This design comes from an exercise in tuning for small area on the open sky130 flow, not from production work.
RTL that was checked went through simulation tests only; none was proved equivalent to the original.
Power is estimated from default activity; no workload was simulated.

job 101:
==> flow/design.v <==
module bbfifo_16x8 (
  input        clk,
  input        gsr,
  input  [7:0] data_in,
  output [7:0] data_out,
  input        reset,
  input        write,
  input        read,
  output       full,
  output       half_full,
  output       data_present
);
  reg [127:0] sr;
  reg [3:0]   pointer;
  reg         dp;
  wire pz = (pointer == 4'd0);
  wire valid_write = write & (~full | read);
  always @(posedge clk)
    if (valid_write) sr <= {sr[119:0], data_in};
  always @(posedge clk)
    if (gsr | reset) begin
      pointer <= 4'd0;
      dp      <= 1'b0;
    end else if (dp) begin
      if (pz & ~write) begin
        pointer <= 4'd0;
        if (read) dp <= 1'b0;
      end else
        pointer <= pointer + {3'b000, valid_write} - {3'b000, read};
    end else
      dp <= write;
  assign data_out     = sr[{pointer, 3'b000} +: 8];
  assign full         = &pointer;
  assign half_full    = pointer[3];
  assign data_present = dp;
endmodule
module rxfifo_16x8 (
  input        clk,
  input        gsr,
  input  [7:0] data_in,
  output [7:0] data_out,
  input        reset,
  input        write,
  input        read,
  output       full,
  output       half_full,
  output       data_present
);
  reg [7:0]   st [0:15];
  reg [3:0]   pointer;
  reg         dp;
  wire pz = (pointer == 4'd0);
  wire valid_write = write & (~full | read);
  always @(posedge clk)
    if (read | ~dp) st[0] <= dp ? st[1] : data_in;
  integer i;
  always @(posedge clk)
    for (i = 1; i < 16; i = i + 1)
      if (read | ~dp | (pointer < i))
        st[i] <= (i == 15) ? data_in : st[(i + 1) % 16];
  always @(posedge clk)
    if (gsr | reset) begin
      pointer <= 4'd0;
      dp      <= 1'b0;
    end else if (dp) begin
      if (pz & ~write) begin
        pointer <= 4'd0;
        if (read) dp <= 1'b0;
      end else
        pointer <= pointer + {3'b000, valid_write} - {3'b000, read};
    end else
      dp <= write;
  assign data_out     = st[0];
  assign full         = &pointer;
  assign half_full    = pointer[3];
  assign data_present = dp;
endmodule
module kcuart_tx (
  input        clk,
  input        gsr,
  input  [7:0] data_in,
  input        send_character,
  input        en_16_x_baud,
  output reg   serial_out,
  output reg   Tx_complete
);
  reg [3:0] state;
  reg [3:0] phase;
  wire idle     = (state == 4'd9);
  wire bit_end  = en_16_x_baud & (&phase);
  always @(posedge clk)
    if (gsr) begin
      state <= 4'd9;
      phase <= 4'd0;
    end else begin
      if (en_16_x_baud & ~idle) phase <= phase + 4'd1;
      if (idle) begin
        if (en_16_x_baud & send_character) state <= 4'd15;
      end else if (bit_end) begin
        if (state == 4'd8) state <= send_character ? 4'd15 : 4'd9;
        else               state <= state + 4'd1;
      end
    end
  always @(posedge clk) begin
    serial_out  <= ~gsr & (state != 4'd15) & (state[3] | data_in[state[2:0]]);
    Tx_complete <= ~gsr & bit_end & (state == 4'd7);
  end
endmodule
module kcuart_rx (
  input            clk,
  input            gsr,
  input            serial_in,
  output reg [7:0] data_out,
  output reg       data_strobe,
  input            en_16_x_baud
);
  reg       sync_serial, stop_bit;
  reg [7:0] count;
  wire unarmed = (count == 8'd255);
  wire idle    = (count == 8'd0);
  wire sample  = (count[3:0] == 4'd8) & (count[7:4] >= 4'd1) & (count[7:4] <= 4'd8);
  wire done    = (count == 8'd151);
  always @(posedge clk) begin
    sync_serial <= serial_in;
    stop_bit    <= sync_serial;
    data_strobe <= ~gsr & en_16_x_baud & done;
  end
  always @(posedge clk)
    if (gsr)
      count <= 8'd255;
    else if (en_16_x_baud) begin
      if (done)
        count <= 8'd0;
      else if ((unarmed & stop_bit) | (idle & ~stop_bit) | ~(unarmed | idle))
        count <= count + 8'd1;
    end
  always @(posedge clk)
    if (en_16_x_baud & sample) data_out <= {stop_bit, data_out[7:1]};
endmodule
module uart_tx (
  input  [7:0] data_in,
  input        write_buffer,
  input        reset_buffer,
  input        en_16_x_baud,
  output       serial_out,
  output       buffer_full,
  output       buffer_half_full,
  input        clk,
  input        gsr
);
  wire [7:0] fifo_data_out;
  wire       fifo_data_present;
  wire       fifo_read;
  kcuart_tx kcuart (
    .clk(clk), .gsr(gsr), .data_in(fifo_data_out), .send_character(fifo_data_present),
    .en_16_x_baud(en_16_x_baud), .serial_out(serial_out), .Tx_complete(fifo_read));
  bbfifo_16x8 buf_0 (
    .clk(clk), .gsr(gsr), .data_in(data_in), .data_out(fifo_data_out), .reset(reset_buffer),
    .write(write_buffer), .read(fifo_read), .full(buffer_full), .half_full(buffer_half_full),
    .data_present(fifo_data_present));
endmodule
module uart_rx (
  input        serial_in,
  output [7:0] data_out,
  input        read_buffer,
  input        reset_buffer,
  input        en_16_x_baud,
  output       buffer_data_present,
  output       buffer_full,
  output       buffer_half_full,
  input        clk,
  input        gsr
);
  wire [7:0] uart_data_out;
  wire       fifo_write;
  kcuart_rx kcuart (
    .clk(clk), .gsr(gsr), .serial_in(serial_in), .data_out(uart_data_out),
    .data_strobe(fifo_write), .en_16_x_baud(en_16_x_baud));
  rxfifo_16x8 buf_0 (
    .clk(clk), .gsr(gsr), .data_in(uart_data_out), .data_out(data_out), .reset(reset_buffer),
    .write(fifo_write), .read(read_buffer), .full(buffer_full), .half_full(buffer_half_full),
    .data_present(buffer_data_present));
endmodule
module uart (
  input        clk,
  input        rst,               
  input        en_16_x_baud,      
  input  [7:0] tx_data_in,
  input        tx_write_buffer,
  input        tx_reset_buffer,
  output       tx_serial_out,
  output       tx_buffer_full,
  output       tx_buffer_half_full,
  input        rx_serial_in,
  output [7:0] rx_data_out,
  input        rx_read_buffer,
  input        rx_reset_buffer,
  output       rx_buffer_data_present,
  output       rx_buffer_full,
  output       rx_buffer_half_full
);
  uart_tx transmit (
    .data_in(tx_data_in),
    .write_buffer(tx_write_buffer),
    .reset_buffer(tx_reset_buffer),
    .en_16_x_baud(en_16_x_baud),
    .serial_out(tx_serial_out),
    .buffer_full(tx_buffer_full),
    .buffer_half_full(tx_buffer_half_full),
    .clk(clk),
    .gsr(rst));
  uart_rx receive (
    .serial_in(rx_serial_in),
    .data_out(rx_data_out),
    .read_buffer(rx_read_buffer),
    .reset_buffer(rx_reset_buffer),
    .en_16_x_baud(en_16_x_baud),
    .buffer_data_present(rx_buffer_data_present),
    .buffer_full(rx_buffer_full),
    .buffer_half_full(rx_buffer_half_full),
    .clk(clk),
    .gsr(rst));
endmodule
export LEC_CHECK = 0
export CAP_MARGIN = 20
export CORE_MARGIN = 2
export CORE_UTILIZATION = 40
export SLEW_MARGIN = 20
create_clock -name core_clock -period 5.0 [get_ports {clk}]
run.sh (not shown) runs the stock make flow with config.mk's settings and CLKGATE_MAP_FILE= SYNTH_SCRIPT=/design/flow/synth_recipe.tcl, a recipe that flattens the netlist after the stock synthesis.
Job 101 completed end to end with timing, DRC and antenna clean.
Inputs modified between job 101 and job 102:
Settings: an added CTS_CLUSTER_DIAMETER of 60; an added CTS_CLUSTER_SIZE of 25; an added CTS_BUF_LIST of sky130_fd_sc_hd__clkbuf_16.
### Flow results
Re portion of total power attributed to combinational logic: job 101 was lower than job 102. Comparing job 102 with job 101, the per-cell routed wire length came out essentially unchanged. As far as compound-gate portion of the synthesized area goes, job 102 and job 101 are indistinguishable; the numbers are identical. Diff job 101 -> job 102 | routed wire length | down slightly. Changes observed in job 102 relative to job 101: met2 global-route usage saw a decrease; global-route usage saw a decrease.
#### Input delta (job 103 over job 102)
Settings: CTS_CLUSTER_DIAMETER no longer set, was 60; CTS_CLUSTER_SIZE now 30, was 25; CTS_BUF_LIST now sky130_fd_sc_hd__clkbuf_8, was sky130_fd_sc_hd__clkbuf_16.
Notes after the runs:
- The flow did not stop early for job 103: all stages ran, and the layout cleared the timing, design-rule and antenna checks.
- Area enclosed by the die boundary: job 102 vs job 103 identical
- When the final numbers for job 102 and job 103 were put side by side, the fraction of layout instances using a drive strength above 1 turned out to be greater in job 103.
- Job 103 vs. job 102: portion of total power attributed to the clock network went up by 0.8 points.
- Delta (job 103 minus job 102): worst setup slack saw a decrease, buffering overhead saw little to no change.
- Compared with job 102, in job 103 non-clock buffer count in the final layout went up; worst-skew pair later-pin latency +0.05 ns; sequential share of layout area shrank by 0.78 points.
- Vias: job 103 above job 102
- Higher wire length on met2 was reported by job 103, not job 102.
No run of this note included a check of the RTL's function; only the layout flow was run.


build 26:
uart, a different RTL version from the one above (not shown whole).
For scale: roughly 530 cells after synthesis, about 290 flip-flops, about 30 I/O pins, roughly 10000 um2 of cells after synthesis.
Settings: LEC_CHECK=0, CAP_MARGIN=20, CORE_MARGIN=2, CORE_UTILIZATION=40, SLEW_MARGIN=20; clock period 5.0 ns.
standard.sh (not shown) runs the stock make flow with config.mk's settings and CLKGATE_MAP_FILE= SYNTH_SCRIPT=/design/flow/synth_recipe.tcl, a recipe that flattens the netlist after the stock synthesis.
==> flow/flow/run.sh <==
#!/bin/bash
# Own layout flow: the standard ORFS flow (same make targets, same config.mk and
# flow settings, same synthesis script and register mapping), with three changes:
#  1. ABC maps the combinational logic with the area-oriented script flow/area.abc
#     instead of ORFS's delay-oriented one (ORFS's synth.tcl is used otherwise unchanged);
#  2. clock tree synthesis gets explicit clustering settings and no dummy loads;
#  3. the port buffers that buffer_ports inserts are sky130_fd_sc_hd__buf_1.
# Each tool's output goes to orfs/logs (ORFS's own logs) and to make.log here.
set -euo pipefail
W=$(pwd)
if [ -f flow/params.sh ]; then source flow/params.sh; fi
export FLOW_OWN_ABC="$W/flow/area.abc"
export CTS_ARGS="${CTS_ARGS_OVERRIDE:--sink_clustering_enable -repair_clock_nets -sink_clustering_size ${CTS_SIZE:-20} -sink_clustering_max_diameter ${CTS_DIAM:-65} -buf_list sky130_fd_sc_hd__clkbuf_${CTS_BUF:-8} -dont_use_dummy_load}"
export BUFFER_PORTS_ARGS="-buffer_cell sky130_fd_sc_hd__buf_1"

# standard.sh's make command line, with our synthesis script in place of synth_recipe.tcl
cmd=$(grep '^make ' standard.sh)
cmd=${cmd//"SYNTH_SCRIPT=$W/synth_recipe.tcl"/"SYNTH_SCRIPT=$W/flow/synth.tcl"}
cmd=${cmd//'"${@:-finish}"'/finish}
echo "$cmd" > make_cmd.txt
eval "$cmd" > make.log 2>&1

results=$W/orfs/results/$FLOW_PLATFORM/uart/base
: # left out here: write the final layout as DEF
==> flow/flow/area.abc <==
strash
&get -n
&st
&dch -f
&nf -R 1000 -p -F 8 -C 32
&put
strash
&get -n
&st
&dch -f
&nf -R 1000 -p -F 8 -C 32
&put
strash
&get -n
&st
&dch -f
&nf -R 1000 -p -F 8 -C 32
&put
strash
&get -n
&st
&dch -f
&nf -R 1000 -p -F 8 -C 32
&put
strash
&get -n
&st
&dch -f
&nf -R 1000 -p -F 8 -C 32
&put
strash
&get -n
&st
&dch -f
&nf -R 1000 -p -F 8 -C 32
&put
strash
&get -n
&st
&dch -f
&nf -R 1000 -p -F 8 -C 32
&put
strash
&get -n
&st
&dch -f
&nf -R 1000 -p -F 8 -C 32
&put
strash
&get -n
&st
&dch -f
&nf -R 1000 -p -F 8 -C 32
&put
strash
&get -n
&st
&dch -f
&nf -R 1000 -p -F 8 -C 32
&put
strash
&get -n
&st
&dch -f
&nf -R 1000 -p -F 8 -C 32
&put
strash
&get -n
&st
&dch -f
&nf -R 1000 -p -F 8 -C 32
&put
strash
&get -n
&st
&dch -f
&nf -R 1000 -p -F 8 -C 32
&put
strash
&get -n
&st
&dch -f
&nf -R 1000 -p -F 8 -C 32
&put
strash
&get -n
&st
&dch -f
&nf -R 1000 -p -F 8 -C 32
&put
strash
&get -n
&st
&dch -f
&nf -R 1000 -p -F 8 -C 32
&put
Other scripts of this flow, unchanged in this note and not shown: flow/flow/synth.tcl
Build 26 did not stop at any stage, and its layout met the timing, design-rule and antenna checks.
--- input diff build 26..build 6 ---
- changing CORE_UTILIZATION from 40 to 60
- setting PLACE_DENSITY to 0.8 for the first time
==> flow/flow/params.sh (new file) <==
CTS_DIAM=70
==> comparison <==
Of the two values seen for launch point of the worst path, transmit.kcuart.state[0] was produced by build 6 and transmit.buf_0.pointer[3] by build 26. Per the final summary, build 6 finished and its layout is clean on timing, DRC and antenna. Clock-buffer cell count: build 6 < build 26. In the tables for build 26 and build 6, detailed-router iteration count before antenna repair reads higher with build 26. Delta (build 6 minus build 26): detailed-route via count neither gained nor lost much, number of buffer and inverter stages on the critical path lost 2, wire length lost about 5%, number of buffers outside the clock class in the layout lost about 2.7%.
Modified inputs, build 1 compared to build 6
- changing CORE_UTILIZATION from 60 to 40
- removing PLACE_DENSITY (formerly 0.8)
==> flow/flow/area.abc <==
strash
&get -n
&st
&dch -f
&nf -R 1000
&put
strash
&get -n
&st
&dch -f
&nf -R 1000
&put
strash
&get -n
&st
&dch -f
&nf -R 1000
&put
strash
&get -n
&st
&dch -f
&nf -R 1000
&put
removed: flow/flow/params.sh
Results
- Total nets after synthesis is lower on build 6
- Re number of detailed-routing iterations run before antenna repair: build 1 and build 6 aren't equal, and the lower value belongs to build 6.
- Delta (build 1 minus build 6): post-route minimum period went up 0.11 ns, average cell area after synthesis now smaller, area growth from synthesis to final layout rose 1.3 points, via count has remained practically unchanged, maximum frequency went down about 3.7%.
- On area share of xor/xnor cells in the synthesized design, build 6 tracks build 1 almost exactly.
- Taking build 6 over build 1, the wire length per cell ratio works out to 1.13.

[port drivers added, routing unchanged]
The flow's constraints put no driver on any port. The routed layouts listed below were extracted and timed again, unchanged, in two steps. Step 1, drivers: a clkbuf_16 drives clk and a buf_2 each remaining input, both assumed. Step 2 times the ports against the registers' clock, not the clock port: input delays grow and output delays shrink by t, the midpoint of the rising clock arrivals with the driver on. Slacks: ideal ports / drivers / drivers and shift; pairs: ideal ports / drivers.
| run | t, ns | setup slack, ns | worst setup path at the end | worst slew at a driven data input, ns |
|---|---|---|---|---|
| job 101 | 0.584 | 1.561 / 1.515 / 1.867 | input to register | 0.07 |
| job 102 | 0.559 | 1.561 / 1.516 / 1.828 | input to register | 0.06 |
| job 103 | 0.593 | 1.552 / 1.509 / 1.864 | input to register | 0.06 |
| build 26 | 0.559 | 2.217 / 2.178 / 1.964 | input to register | 0.03 |
| build 6 | 0.550 | 2.225 / 2.201 / 2.027 | input to register | 0.05 |
| build 1 | 0.552 | 2.118 / 2.076 / 2.014 | input to register | 0.06 |
After both steps every run listed still meets setup and hold. For build 26, which loses most, drivers alone change the setup slack by -0.039 ns; drivers and shift together by -0.253 ns.
